Context: an optimization exercise on an open-source flow, tuned for small area. The choices shown serve that exercise and are no tape-out recipe.
RTL that was checked went through simulation tests only; none was proved equivalent to the original.
The clock input has no modelled driver; a real chip could not lean on it and would need a root buffer or a full tree.
No activity file was given, so power comes from the tool's default toggle rates.

== JK ==
Design midside_axis_wrapper, start of the top module:
module midside_axis_wrapper #
(
    parameter integer C_S_AXI_DATA_WIDTH = 32,
    parameter integer C_S_AXI_ADDR_WIDTH = 4,
    parameter integer C_AXIS_DATA_WIDTH  = 32
)
(
    input  wire aclk,
    input  wire aresetn,
    input  wire [C_S_AXI_ADDR_WIDTH-1:0]  s_axi_awaddr,
    input  wire [2:0]                     s_axi_awprot,
    input  wire                           s_axi_awvalid,
    output wire                           s_axi_awready,
    input  wire [C_S_AXI_DATA_WIDTH-1:0]  s_axi_wdata,
    input  wire [(C_S_AXI_DATA_WIDTH/8)-1:0] s_axi_wstrb,
    input  wire                           s_axi_wvalid,
    output wire                           s_axi_wready,
    output wire [1:0]                     s_axi_bresp,
    output wire                           s_axi_bvalid,
    input  wire                           s_axi_bready,
    input  wire [C_S_AXI_ADDR_WIDTH-1:0]  s_axi_araddr,
    input  wire [2:0]                     s_axi_arprot,
    input  wire                           s_axi_arvalid,
    output wire                           s_axi_arready,
    output wire [C_S_AXI_DATA_WIDTH-1:0]  s_axi_rdata,
    output wire [1:0]                     s_axi_rresp,
    output wire                           s_axi_rvalid,
    input  wire                           s_axi_rready,
    input  wire [C_AXIS_DATA_WIDTH-1:0] s_axis_tdata,
    input  wire                         s_axis_tvalid,
    output wire                         s_axis_tready,
    input  wire                         s_axis_tlast,
    output wire [C_AXIS_DATA_WIDTH-1:0] m_axis_tdata,
    output wire                         m_axis_tvalid,
    input  wire                         m_axis_tready,
    output wire                         m_axis_tlast
);
For scale: roughly 500 cells after synthesis, roughly 170 flip-flops, ~170 I/O pins.
export LEC_CHECK = 0
export CAP_MARGIN = 20
export CORE_MARGIN = 2
export CORE_UTILIZATION = 70
export SLEW_MARGIN = 20
export SYNTH_HIERARCHICAL = 1
create_clock -name core_clock -period 5.0 [get_ports {aclk}]
standard.sh (not shown) runs the stock make flow with config.mk's settings and CLKGATE_MAP_FILE= SYNTH_SCRIPT=/design/flow/synth_recipe.tcl, a recipe that flattens the netlist after the stock synthesis.
==> flow/flow/run.sh <==
#!/bin/bash
set -euo pipefail
here=$(pwd)
bash standard.sh \
  "BUFFER_PORTS_ARGS=-buffer_cell sky130_fd_sc_hd__buf_1" \
  "PRE_CTS_TCL=$here/flow/pre_cts.tcl" \
  finish > flow_make.log 2>&1
==> flow/flow/pre_cts.tcl <==
# Replaces TritonCTS with a two-level tree (manual_cts.tcl): 11 leaf
# clkbuf_8, each at the centre of a group of registers, all driven by one
# root clkbuf_8 on the clock port.  cts.tcl's own legalisation and timing
# repair then run as usual.
source [file join [file dirname [info script]] manual_cts.tcl]
mcts_build 11 sky130_fd_sc_hd__clkbuf_8 sky130_fd_sc_hd__clkbuf_8
set_propagated_clock [all_clocks]
proc clock_tree_synthesis { args } {
  puts "clock_tree_synthesis skipped: the clock tree was built by pre_cts.tcl"
}
Other scripts of this flow, unchanged in this note and not shown: flow/flow/manual_cts.tcl
Looking at the reports, JK completed the entire flow and the layout it produced met the timing, design-rule and antenna checks.
Setup changes, JK to MS
Settings: changing CORE_UTILIZATION from 70 to 60.
==> flow/flow/pre_cts.tcl <==
# Replaces TritonCTS with a two-level tree (manual_cts.tcl): 12 leaf
# clkbuf_8, each at the centre of a group of registers, all driven by one
# root clkbuf_8 on the clock port.  cts.tcl's own legalisation and timing
# repair then run as usual.
source [file join [file dirname [info script]] manual_cts.tcl]
mcts_build 12 sky130_fd_sc_hd__clkbuf_8 sky130_fd_sc_hd__clkbuf_8
set_propagated_clock [all_clocks]
proc clock_tree_synthesis { args } {
  puts "clock_tree_synthesis skipped: the clock tree was built by pre_cts.tcl"
}
### Flow results
Between JK and MS, the time the final worst path needs with I/O delays and setup is lower for MS.
Compared with JK, the router placed fewer vias in MS.
Taking JK as the reference, in MS clock slew at the register clock pins of the worst setup and hold paths comparable, synthesis-to-finish area growth comparable.
> inputs changed (MS -> AL)
==> flow/flow/pre_cts.tcl <==
# Replaces TritonCTS with a two-level tree (manual_cts.tcl): 13 leaf
# clkbuf_8, each at the centre of a group of registers, all driven by one
# root clkbuf_8 on the clock port.  cts.tcl's own legalisation and timing
# repair then run as usual.
source [file join [file dirname [info script]] manual_cts.tcl]
mcts_build 13 sky130_fd_sc_hd__clkbuf_8 sky130_fd_sc_hd__clkbuf_8
set_propagated_clock [all_clocks]
proc clock_tree_synthesis { args } {
  puts "clock_tree_synthesis skipped: the clock tree was built by pre_cts.tcl"
}
==> comparison <==
- Post-layout instance area of MS is on par with AL.
- Going from MS to AL, first-pass GRT wire length grew slightly.
- Critical path depth: MS vs AL identical
- Average wire per standard cell, AL and MS, higher one = AL.
- On leakage power figure, AL and MS are neck and neck.
- The higher minimum setup slack in the final design of AL and MS is in AL.
- Compared MS against AL; multi-input gate share of total cell area within noise.
- AL contains more vias than MS.
- Detailed-route wire length, AL and MS: higher on AL
- Power for AL is higher than for MS.
- Against MS, number of global-route vias before repair in AL rose slightly.
No run of this note takes its clock network from TritonCTS; it comes from the design's own scripts or RTL.

Setup of try-lagoon:
midside_axis_wrapper, a different RTL version from the one above (not shown whole).
Size: roughly 530 cells after synthesis, about 170 flip-flops, about 170 I/O pins, ~0.0070 mm² of cells after synthesis.
clock: 5.0 ns
lec_check: 0
cap_margin: 20
core_margin: 2
core_utilization: 40
gpl_timing_driven: 0
slew_margin: 20
==> flow/flow/run.sh <==
#!/bin/bash
set -euo pipefail
bash standard.sh \
  "BUFFER_PORTS_ARGS=-buffer_cell sky130_fd_sc_hd__buf_1" \
  "CTS_ARGS=-sink_clustering_enable -repair_clock_nets -dont_use_dummy_load -buf_list {sky130_fd_sc_hd__clkbuf_4 sky130_fd_sc_hd__clkbuf_8}" \
  finish > flow_make.log 2>&1
try-lagoon ended with every stage complete and zero timing, DRC or antenna violations.
## Diff of input files: try-umber against try-lagoon
Settings: a deleted GPL_TIMING_DRIVEN that had been 0.
- Relative to try-lagoon, the maximum clock frequency measured on try-umber has increased slightly.
- u_stage2.L_out[10]$_DFF_P_ as the capture point of the worst path was reported by try-lagoon, and u_stage2.L_out[12]$_DFF_P_ by try-umber.
- try-umber vs try-lagoon: final standard cell area without fillers down
- Per the comparison of try-umber with try-lagoon, area growth from synthesis to layout now sits lower; aggregate routed wire length now sits lower; clock edge transition at the registers on the reported setup and hold paths now sits at about the same level.
- [compare] base=try-lagoon new=try-umber: total power went down by 0.025 mW, routed wire length on met3 went up by 6.2%, clock share of power was more or less identical, net switching component of the power went down by 2.8%.
Function was not checked in any run of this note: the RTL went through the layout flow alone.

Starting RTL as in the previous note.
// midside_axis_wrapper
module midside_axis_wrapper #
(
    parameter integer C_S_AXI_DATA_WIDTH = 32,
    parameter integer C_S_AXI_ADDR_WIDTH = 4,
    parameter integer C_AXIS_DATA_WIDTH  = 32
)
(
    input  wire aclk,
    input  wire aresetn,
    input  wire [C_S_AXI_ADDR_WIDTH-1:0]  s_axi_awaddr,
    input  wire [2:0]                     s_axi_awprot,
    input  wire                           s_axi_awvalid,
    output wire                           s_axi_awready,
    input  wire [C_S_AXI_DATA_WIDTH-1:0]  s_axi_wdata,
    input  wire [(C_S_AXI_DATA_WIDTH/8)-1:0] s_axi_wstrb,
    input  wire                           s_axi_wvalid,
    output wire                           s_axi_wready,
    output wire [1:0]                     s_axi_bresp,
    output wire                           s_axi_bvalid,
    input  wire                           s_axi_bready,
    input  wire [C_S_AXI_ADDR_WIDTH-1:0]  s_axi_araddr,
    input  wire [2:0]                     s_axi_arprot,
    input  wire                           s_axi_arvalid,
    output wire                           s_axi_arready,
    output wire [C_S_AXI_DATA_WIDTH-1:0]  s_axi_rdata,
    output wire [1:0]                     s_axi_rresp,
    output wire                           s_axi_rvalid,
    input  wire                           s_axi_rready,
    input  wire [C_AXIS_DATA_WIDTH-1:0] s_axis_tdata,
    input  wire                         s_axis_tvalid,
    output wire                         s_axis_tready,
    input  wire                         s_axis_tlast,
    output wire [C_AXIS_DATA_WIDTH-1:0] m_axis_tdata,
    output wire                         m_axis_tvalid,
    input  wire                         m_axis_tready,
    output wire                         m_axis_tlast
);
==> flow/config.mk <==
export PLATFORM = sky130hd
export DESIGN_NAME = midside_axis_wrapper
export DESIGN_NICKNAME = midside_axis_wrapper
export VERILOG_FILES = /design/flow/design.v
export SDC_FILE = /design/flow/constraint.sdc
export NUM_CORES = 4
export LEC_CHECK = 0
export CAP_MARGIN = 20
export CORE_MARGIN = 2
export CORE_UTILIZATION = 40
export SLEW_MARGIN = 20
==> flow/constraint.sdc <==
create_clock -name core_clock -period 5.0 [get_ports {aclk}]
set_input_delay 1.0000 -clock core_clock [delete_from_list [all_inputs] [get_ports {aclk}]]
set_output_delay 1.0000 -clock core_clock [all_outputs]
set_load 0.01 [all_outputs]
==> flow/flow/run.sh <==
#!/bin/bash
set -euo pipefail
bash standard.sh \
  "BUFFER_PORTS_ARGS=-buffer_cell sky130_fd_sc_hd__buf_1" \
  "CTS_ARGS=-sink_clustering_enable -repair_clock_nets -dont_use_dummy_load -sink_clustering_size 50 -sink_clustering_max_diameter 120 -buf_list {sky130_fd_sc_hd__clkbuf_4 sky130_fd_sc_hd__clkbuf_8}" \
  finish > flow_make.log 2>&1
Edit:
==> flow/flow/run.sh (replaced) <==
#!/bin/bash
set -euo pipefail
bash standard.sh \
  "BUFFER_PORTS_ARGS=-buffer_cell sky130_fd_sc_hd__buf_1" \
  "CTS_ARGS=-sink_clustering_enable -repair_clock_nets -dont_use_dummy_load -buf_list {sky130_fd_sc_hd__clkbuf_4 sky130_fd_sc_hd__clkbuf_8}" \
  finish > flow_make.log 2>&1
--- a/flow/config.mk
+++ b/flow/config.mk
@@ -7,5 +7,6 @@
 export LEC_CHECK = 0
-export CAP_MARGIN = 20
+export CAP_MARGIN = 0
 export CORE_MARGIN = 2
-export CORE_UTILIZATION = 40
-export SLEW_MARGIN = 20
+export CORE_UTILIZATION = 60
+export GPL_TIMING_DRIVEN = 0
+export SLEW_MARGIN = 0
Outcome:
- clock-buffer cell count does not change
- via count grows by about 3%
- sequential share of layout area is about the same
- die area shrinks by about 32%
- cell area barely changes
- hold slack loses 5.5 ps
- global-route usage grows by 6.9 points
- clock skew shrinks by 14 ps
No run of this note included a check of the RTL's function; only the layout flow was run.

[what the ideal ports hide]
The results above use ideal ports. As a check the final layouts listed here were re-extracted and re-timed, cells and wires unchanged.
Step 1 assumes that a clkbuf_16 drives the clock port and a buf_2 every other input.
Step 2 times the ports against the registers' clock, not the clock port: input delays grow and output delays shrink by t, the midpoint of the rising clock arrivals with the driver on.
a / b / c = ideal / step 1 / step 2; a / b = the first two.
| run | t, ns | setup WS [ns] | hold WS [ns] | worst register clock-pin slew, ns |
|---|---|---|---|---|
| JK | 0.445 | 0.141 / 0.141 / 0.141 | 0.425 / 0.425 / 0.425 | 0.10 / 0.10 |
| MS | 0.454 | 0.182 / 0.182 / 0.182 | 0.442 / 0.442 / 0.442 | 0.10 / 0.10 |
| AL | 0.473 | 0.190 / 0.190 / 0.190 | 0.440 / 0.440 / 0.440 | 0.09 / 0.09 |
| try-lagoon | 0.477 | 0.140 / 0.140 / 0.140 | 0.423 / 0.423 / 0.423 | 0.10 / 0.10 |
| try-umber | 0.476 | 0.219 / 0.219 / 0.219 | 0.437 / 0.437 / 0.437 | 0.11 / 0.11 |
| the first run of note 3 | 0.476 | 0.219 / 0.219 / 0.219 | 0.437 / 0.437 / 0.437 | 0.11 / 0.11 |
| the second run of note 3 | 0.468 | 0.110 / 0.110 / 0.110 | 0.431 / 0.431 / 0.431 | 0.09 / 0.09 |
After both steps every run listed still meets setup and hold.
